Context: an optimization exercise on an open-source flow, tuned for small area and a short achievable clock period. The choices shown serve that exercise and are no tape-out recipe.
Function was checked by simulation only, so behaviour that the tests miss may differ from the original.

Setup of wip/fjord:
// cpu
module cpu(
    input Clk,
    input Reset,
    input [7:2] HWInt,
    output [3:0] Be,
    input [31:0] PrRD,
    output [31:2] PrAddr,
    output [31:0] PrWD,
    output PrWe,
    output [31:0] IMAddr,
    input [31:0] IMRD,
    input [31:0] DMRD
    );
	reg [31:0] PC;
	reg [31:0] IRD;
	reg [31:2] PCD;                   
	reg        excF;                  
	reg [31:2] LE;                    
	reg [31:0] RSE, RTE;
	reg [15:0] immE;
	reg [3:0]  aluopE;
	reg        asrcE, bsrcE, luiE, sgnE, calovE, ldE, stE;
	reg [1:0]  beopE;
	reg        vE;                    
	reg        lextE, bdjE, iscp0E, mtc0E, eretE, copepcE;
	reg [1:0]  excE;                  
	reg [31:2] LM;                    
	reg [31:0] AOM, RTM;
	reg [4:0]  rdM;
	reg        ldM, stM;
	reg [1:0]  beopM;
	reg        vM;
	reg        lextM, bdjM, iscp0M, mtc0M, eretM, copepcM;
	reg [2:0]  excM;                  
	reg [31:0] WD;                    
	reg [31:0] WDr;                   
	reg        vW;
	reg        BDW;
	reg [4:0] A3E, A3M, A3W;
	reg m1E, m2E, m1M, m2M, m1W, m2W;
	reg e1ao, e1lk, e1wd, e2ao, e2lk, e2wd;
	reg x2, mwd;
	reg       hcalE, hldE, hlinkE, hepcE, hcalM, hldM, hlinkM;
	reg [7:2]  IM;
	reg        EXL, IE, BD;
	reg [7:2]  IP;
	reg [6:2]  ExcCode;
	reg [31:2] EPC;
	wire exp_in;
	wire stall;
	wire cal_r, cal_i, load, store, jal, jalr, mfc0, mtc0, ri;
	wire [4:0] a3;
	wire [3:0] aluop;
	wire asrc, bsrc, e_lui, e_sgn, calov, lext, bdj, iscp0, copepc;
	wire [1:0] beop, dsrc;
	ctrl dec (
		.instr(IRD),
		.cal_r(cal_r), .cal_i(cal_i), .load(load), .store(store), .br(),
		.jmp(), .jreg(), .jal(jal), .jalr(jalr), .mfc0(mfc0), .mtc0(mtc0),
		.eret(), .ri(ri),
		.beq(), .bne(), .bgez(), .bltz(), .blez(), .bgtz(),
		.a1(), .a2(), .a3(a3),
		.aluop(aluop), .asrc(asrc), .bsrc(bsrc), .e_lui(e_lui), .e_sgn(e_sgn),
		.calov(calov), .beop(beop), .lext(lext), .dsrc(dsrc), .bdj(bdj),
		.iscp0(iscp0), .copepc(copepc)
	);
	wire f_cal_r, f_cal_i, f_load, f_store, f_br, f_jmp, f_jreg, f_eret;
	wire f_beq, f_bne, f_bgez, f_bltz, f_blez, f_bgtz;
	wire [4:0] f_a1, f_a2;
	ctrl decF (
		.instr(IMRD),
  ...
==> flow/config.mk <==
export PLATFORM = sky130hd
export DESIGN_NAME = cpu
export DESIGN_NICKNAME = cpu
export VERILOG_FILES = /design/flow/design.v
export SDC_FILE = /design/flow/constraint.sdc
export NUM_CORES = 4
export LEC_CHECK = 0
export CAP_MARGIN = 20
export CORE_MARGIN = 2
export CORE_UTILIZATION = 40
export CTS_CLUSTER_DIAMETER = 60
export CTS_CLUSTER_SIZE = 30
export PLACE_DENSITY = 0.7
export SLEW_MARGIN = 20
==> flow/constraint.sdc <==
create_clock -name core_clock -period 10.0 [get_ports {Clk}]
set_input_delay 2.0000 -clock core_clock [delete_from_list [all_inputs] [get_ports {Clk}]]
set_output_delay 2.0000 -clock core_clock [all_outputs]
set_load 0.01 [all_outputs]
standard.sh (not shown) runs the stock make flow with config.mk's settings and CLKGATE_MAP_FILE= SYNTH_SCRIPT=/design/flow/synth_recipe.tcl, a recipe that flattens the netlist after the stock synthesis.
==> flow/flow/run.sh <==
#!/bin/bash
# Layout flow: the standard ORFS flow (standard.sh: unchanged synthesis,
# floorplan, power grid, placement, CTS and routing) with two changes:
#  - the port buffers that placement inserts on every input and output are
#    buf_2 cells instead of the default clkdlybuf4s50 delay cells;
#  - timing repair aims at a setup slack of 5.25 ns (SETUP_SLACK_MARGIN) at
#    the design's clock period, to leave room for routing.
# The full make output goes to standard_flow.log; ORFS keeps each step's log
# under orfs/logs/.
set -euo pipefail
export BUFFER_PORTS_ARGS="-buffer_cell sky130_fd_sc_hd__buf_2"
export SETUP_SLACK_MARGIN=5.25
bash standard.sh > standard_flow.log 2>&1
What wip/onyx does differently from wip/fjord at the input level:
- removing PLACE_DENSITY (formerly 0.7)
Findings:
wip/onyx vs. wip/fjord: final cycle utilization of the critical path now smaller; post-route cell area now larger; number of vias per cell after detailed routing now smaller.

[port drivers added, routing unchanged]
The results above use ideal ports. As a check the final layouts listed here were re-extracted and re-timed, cells and wires unchanged. Step 1: set_driving_cell puts a clkbuf_16 on Clk and a buf_2 on each other input, an assumption about the parent block. Step 2, shift: input delay + t, output delay - t, t = (earliest + latest rising clock arrival at the registers) / 2. This alone moves slack from input paths to output paths. Three values: ideal ports, drivers, drivers and shift; two values: the first two.
run	t (ns)	slack for setup (ns)	pins driven straight from the clock port
wip/fjord	0.900	4.848 / 4.848 / 4.509	1
wip/onyx	0.947	4.968 / 4.968 / 4.665	1
After both steps setup and hold are still met in every run listed. For wip/fjord, which loses most, drivers alone change the setup slack by 0.000 ns; drivers and shift together by -0.339 ns.
